Source: an optimization exercise on an open RTL-to-GDS flow (aim: small area, a short achievable clock period and few clock cycles). Production flows keep margins and buffers that such runs may drop. Where RTL was checked, it was by simulation tests only, not by an equivalence proof against the original.

// bas
module bas(clock,reset,load, seed_x,seed_y,iterations,x,y,x_extreme,y_extreme,out_value,done );
export LEC_CHECK = 0
export ABC_AREA = 1
export CAP_MARGIN = 20
export CORE_MARGIN = 2
export CORE_UTILIZATION = 45
export SLEW_MARGIN = 20
create_clock -name core_clock -period 27.0 [get_ports {clock}]
standard.sh (not shown) runs the stock make flow with config.mk's settings and CLKGATE_MAP_FILE= SYNTH_SCRIPT=/design/flow/synth_recipe.tcl, a recipe that flattens the netlist after the stock synthesis.
==> flow/flow/run.sh <==
#!/bin/bash
# The standard layout, with timing repair aiming for 20.25 ns of setup slack
# at the design's clock period (over-fixing, as SETUP_SLACK_MARGIN does),
# on the worst 10% of endpoints, and sky130_fd_sc_hd__buf_2 cells as the port buffers.
set -euo pipefail
bash standard.sh SETUP_SLACK_MARGIN=20.25 TNS_END_PERCENT=10 "BUFFER_PORTS_ARGS=-buffer_cell sky130_fd_sc_hd__buf_2" finish > orfs_make.log 2>&1
The baseline produced a clean layout.
Testbench counts at the start, summed over its fixed seeds: cycles 49,368.
Edit:
==> flow/flow/run.sh (replaced) <==
#!/bin/bash
# The standard layout, with timing repair aiming for 20 ns of setup slack
# at the design's clock period (over-fixing, as SETUP_SLACK_MARGIN does),
# on the worst 10% of endpoints, and sky130_fd_sc_hd__buf_2 cells as the port buffers.
set -euo pipefail
bash standard.sh SETUP_SLACK_MARGIN=20 TNS_END_PERCENT=10 "BUFFER_PORTS_ARGS=-buffer_cell sky130_fd_sc_hd__buf_2" finish > orfs_make.log 2>&1
Settings changed: CORE_UTILIZATION 45 to 52.
Effect: The changed run passed the timing, DRC and antenna checks; worst hold slack degrades by 0.014 ns; wire length drops by a few percent; synthesized area stays the same; clock-buffer cell count went up by 3; maximum frequency rose slightly; core utilization is higher by 7.5 points; final area decreases slightly; via count is about the same; first-iteration DRC count is higher by a few percent; final cell count went down by a few percent.
Edit:
Settings changed: CORE_UTILIZATION 52 to 45.
Final area hardly moves.
Routed wire length goes up by 3.5%.
Clock skew rose by 0.015 ns.
Non-clock buffer count goes up by 29.
Cell count went up by 2.8%.
Setup slack got worse by 0.079 ns.
Edit:
==> flow/flow/run.sh (replaced) <==
#!/bin/bash
# The standard layout: floorplan with the default timing repair, then the rest
# with timing repair aiming for 20 ns of setup slack at the design's clock
# period (over-fixing, as SETUP_SLACK_MARGIN does) on the worst 10% of
# endpoints, and buf_2 cells as the port buffers.
set -euo pipefail
bash standard.sh "BUFFER_PORTS_ARGS=-buffer_cell sky130_fd_sc_hd__buf_2" floorplan > orfs_make_floorplan.log 2>&1
bash standard.sh SETUP_SLACK_MARGIN=20 TNS_END_PERCENT=10 "BUFFER_PORTS_ARGS=-buffer_cell sky130_fd_sc_hd__buf_2" finish > orfs_make.log 2>&1
Settings changed: CORE_UTILIZATION 45 to 55.
What happened: The changed run went through all stages and came out clean. Worst setup slack gets better by 0.063 ns. Final cell count drops by 3.3%. Critical path depth climbs by 7. Design area drops by 0.98%. Global-route usage climbs by 5.8 points.

---

Another version of the RTL of bas (not shown whole).
For scale: about 6400 cells after synthesis, roughly 310 flip-flops, about 140 I/O pins, roughly 55000 sq um of cells after synthesis.
==> flow/design.v (excerpt) <==
module bas(clock,reset,load, seed_x,seed_y,iterations,x,y,x_extreme,y_extreme,out_value,done );
==> flow/config.mk <==
export PLATFORM = sky130hd
export DESIGN_NAME = bas
export DESIGN_NICKNAME = bas
export VERILOG_FILES = /design/flow/design.v
export SDC_FILE = /design/flow/constraint.sdc
export NUM_CORES = 8
export LEC_CHECK = 0
export CAP_MARGIN = 20
export CORE_MARGIN = 2
export CORE_UTILIZATION = 45
export SLEW_MARGIN = 20
==> flow/constraint.sdc <==
create_clock -name core_clock -period 27.0 [get_ports {clock}]
set_input_delay 5.4000 -clock core_clock [delete_from_list [all_inputs] [get_ports {clock}]]
set_output_delay 5.4000 -clock core_clock [all_outputs]
set_load 0.01 [all_outputs]
==> flow/flow/run.sh <==
#!/bin/bash
# The standard layout, with timing repair aiming for 18 ns of setup slack
# at the design's clock period (over-fixing, as SETUP_SLACK_MARGIN does).
set -euo pipefail
bash standard.sh SETUP_SLACK_MARGIN=18 finish > orfs_make.log 2>&1
The first run finished with timing, DRC and antenna clean.
Change:
==> flow/flow/run.sh (replaced) <==
#!/bin/bash
# The standard layout, with timing repair aiming for 21 ns of setup slack
# at the design's clock period (over-fixing, as SETUP_SLACK_MARGIN does).
set -euo pipefail
bash standard.sh SETUP_SLACK_MARGIN=21 finish > orfs_make.log 2>&1
Outcome:
- maximum frequency grows by 11%
- routed wire length is higher by 5.9%
- register-to-register slack gains 840 ps
- design area came out higher by 9.0%
No functional check of the RTL was part of any run of this note.

---

v18:
bas, a different RTL version from the one above (not shown whole).
Size in the first run: ~8,200 cells after synthesis, about 310 flip-flops, roughly 140 I/O pins, about 0.058 mm2 of cells after synthesis.
## bas
module bas(clock,reset,load, seed_x,seed_y,iterations,x,y,x_extreme,y_extreme,out_value,done );
==> flow/config.mk <==
export PLATFORM = sky130hd
export DESIGN_NAME = bas
export DESIGN_NICKNAME = bas
export VERILOG_FILES = /design/flow/design.v
export SDC_FILE = /design/flow/constraint.sdc
export NUM_CORES = 8
export LEC_CHECK = 0
export ABC_AREA = 1
export CAP_MARGIN = 20
export CORE_MARGIN = 2
export CORE_UTILIZATION = 45
export SLEW_MARGIN = 20
==> flow/constraint.sdc <==
create_clock -name core_clock -period 27.0 [get_ports {clock}]
set_input_delay 5.4000 -clock core_clock [delete_from_list [all_inputs] [get_ports {clock}]]
set_output_delay 5.4000 -clock core_clock [all_outputs]
set_load 0.01 [all_outputs]
==> flow/flow/run.sh <==
#!/bin/bash
# The standard layout, with timing repair aiming for 21 ns of setup slack
# at the design's clock period (over-fixing, as SETUP_SLACK_MARGIN does),
# on the worst 20% of endpoints.
set -euo pipefail
bash standard.sh SETUP_SLACK_MARGIN=21 TNS_END_PERCENT=20 finish > orfs_make.log 2>&1
Testbench counts of v18, summed over its fixed seeds: cycles 49,176.
Edits applied to the flow inputs when going from v18 to v11:
==> flow/flow/run.sh <==
#!/bin/bash
# The standard layout, with timing repair aiming for 20 ns of setup slack
# at the design's clock period (over-fixing, as SETUP_SLACK_MARGIN does),
# on the worst 20% of endpoints.
set -euo pipefail
bash standard.sh SETUP_SLACK_MARGIN=20 TNS_END_PERCENT=20 finish > orfs_make.log 2>&1
==> run summary <==
Every stage of the flow completed for v11, and the final layout passed the timing, DRC and antenna checks. v18 reached the end of the flow, and the finished layout is clean on the timing, DRC and antenna checks. Looking only at maximum clock skew at final layout, and setting everything else aside, the higher value of v18 and v11 goes to v11. v11 ends up with a wire length per cell after detailed routing that is 0.29 um lower than in v18. Number of gates resized after CTS (lower): v11. Routed length on met2 across v18 and v11: no real change. Diff v18 and v11: all-layer global routing usage lower in v11. v11: maximum net fanout on the critical path is 27 higher than what v18 reported. Against v18, global-route wire length before repair in v11 fell by a few percent. Area: v11 vs v18 -> v11 smaller. Of v18 and v11, v11 shows the higher clock tree buffer count of the final layout, with v18 below it. [v11] routed wire length fell 2.2% relative to v18.
Here is what was changed in the inputs of v10 compared with v11.
==> flow/flow/run.sh <==
#!/bin/bash
# The standard layout, with timing repair aiming for 19 ns of setup slack
# at the design's clock period (over-fixing, as SETUP_SLACK_MARGIN does),
# on the worst 20% of endpoints.
set -euo pipefail
bash standard.sh SETUP_SLACK_MARGIN=19 TNS_END_PERCENT=20 finish > orfs_make.log 2>&1
Results
Number of vias per cell after detailed routing, v10 vs v11: down slightly. Footprint of the multi-input gates shrinks by a few percent when moving from v11 to v10. Layout overhead on the synthesized area: v10 lower than v11. | area after synthesis | v10 vs v11 | ≈ equal |. Launching instance or port of the critical path: seed_x[4] -> v10, load -> v11. Compared with v11, v10 shows a lower post-route worst setup slack. Comparing the two runs side by side, v10 comes out ahead of v11 on setup clock skew after layout. [compare] base=v11 new=v10: global-route track usage on met2 decreased by 2.1 points relative to the old numbers; number of cells on the critical path increased by 5 relative to the old numbers.
Input changes introduced in v39 (baseline for comparison: v10):
- removing ABC_AREA (formerly 1)
==> flow/flow/run.sh <==
#!/bin/bash
# The standard layout, with timing repair aiming for 20 ns of setup slack
# at the design's clock period (over-fixing, as SETUP_SLACK_MARGIN does),
# on the worst 50% of endpoints.
set -euo pipefail
bash standard.sh SETUP_SLACK_MARGIN=20 TNS_END_PERCENT=50 finish > orfs_make.log 2>&1
--- outcome ---
v39 ended up with a higher sequential fraction of the synthesis area than v10 did.
What v10 reported for multi-input combinational cell count has to be multiplied by 0.881 to get the figure for v39.
Sort v39 and v10 by clock period minus final worst setup slack asc -> top: v39
What v41 does differently from v39 at the input level:
- an added ABC_AREA of 1
==> flow/flow/run.sh <==
#!/bin/bash
# The standard layout, with timing repair aiming for 20 ns of setup slack
# at the design's clock period (over-fixing, as SETUP_SLACK_MARGIN does),
# on the worst 10% of endpoints.
set -euo pipefail
bash standard.sh SETUP_SLACK_MARGIN=20 TNS_END_PERCENT=10 finish > orfs_make.log 2>&1
Notes after the runs:
v41 vs v39 — multi-input combinational cell count rose 703. What v39 reported for highest clock frequency the design can meet has to be multiplied by 1.06 to get the figure for v41. Changes observed in v41 relative to v39: clock-pin slew on the worst setup and hold paths has remained practically unchanged, placeable core region picked up an extra 5.6%. v39 → v41: multi-input gate area in the final layout went down by about 4%; overall routing resource usage went up 3.0 points. Comparing v39 and v41, the higher sequential area share after synthesis was measured on v39. Compared with v39, v41 ends up with more cell area.
The following lists how v54 was set up differently from v41:
- setting PLACE_DENSITY to 0.75 for the first time
==> flow/flow/run.sh <==
#!/bin/bash
# The standard layout, with timing repair aiming for 20 ns of setup slack
# at the design's clock period (over-fixing, as SETUP_SLACK_MARGIN does),
# on the worst 20% of endpoints.
set -euo pipefail
bash standard.sh SETUP_SLACK_MARGIN=20 TNS_END_PERCENT=20 finish > orfs_make.log 2>&1
v54 against v41: fraction of area in multi-input gates moved up, sequential cell count level. On setup slack, v54 tracks v41 almost exactly. Looking at global-route wire length before repair, v54 sits about 3.5% lower than v41 does. Compared with v41, final net count in v54 decreased slightly. Compared with v41, in v54 growth of design area from synthesis to finish down 0.48 points; sequential share of layout area flat.

## separate check: timing with driven ports
The flow's constraints put no driver on any port. The routed layouts listed below were extracted and timed again, unchanged, in two steps.
Step 1 sets driving cells, clkbuf_16 on the clock port and buf_2 on the other inputs (assumed; they add their load-dependent delay and slew).
Step 2 also shifts input and output timing later by t, the mid clock arrival at the registers, as if the neighbouring blocks saw the same clock.
Slacks: ideal / step 1 / step 2; pairs: ideal / step 1.
| run | shift t [ns] | setup WS [ns] | worst setup path after step 2 | clock arrival spread, ns | worst data-port slew with drivers (ns) |
|---|---|---|---|---|---|
| the first run of note 1 | 0.728 | 19.960 / 19.877 / 19.465 | input to register | 0.047 / 0.047 | 0.05 |
| the second run of note 1 | 0.697 | 20.028 / 20.028 / 19.382 | input to register | 0.038 / 0.038 | 0.07 |
| the third run of note 1 | 0.711 | 19.949 / 19.868 / 19.352 | input to register | 0.053 / 0.053 | 0.04 |
| the fourth run of note 1 | 0.707 | 20.012 / 20.073 / 19.366 | input to register | 0.042 / 0.042 | 0.05 |
| the first run of note 2 | 0.707 | 18.502 / 18.502 / 18.502 | register to register | 0.045 / 0.045 | 0.05 |
| the second run of note 2 | 0.705 | 19.344 / 19.344 / 19.344 | register to register | 0.073 / 0.073 | 0.20 |
| v18 | 0.712 | 19.918 / 19.917 / 19.231 | input to register | 0.038 / 0.037 | 0.08 |
| v11 | 0.712 | 19.875 / 19.842 / 19.223 | input to register | 0.042 / 0.042 | 0.06 |
| v10 | 0.693 | 19.136 / 19.189 / 18.496 | input to register | 0.044 / 0.044 | 0.06 |
| v39 | 0.699 | 19.446 / 19.446 / 18.824 | input to register | 0.037 / 0.037 | 0.07 |
| v41 | 0.710 | 19.859 / 19.842 / 19.211 | input to register | 0.037 / 0.037 | 0.06 |
| v54 | 0.722 | 19.859 / 19.839 / 19.187 | input to register | 0.054 / 0.054 | 0.07 |
After both steps every run listed still meets setup and hold. The setup slack of v18, which loses most, moves by -0.001 ns with the drivers and by -0.687 ns with both steps.
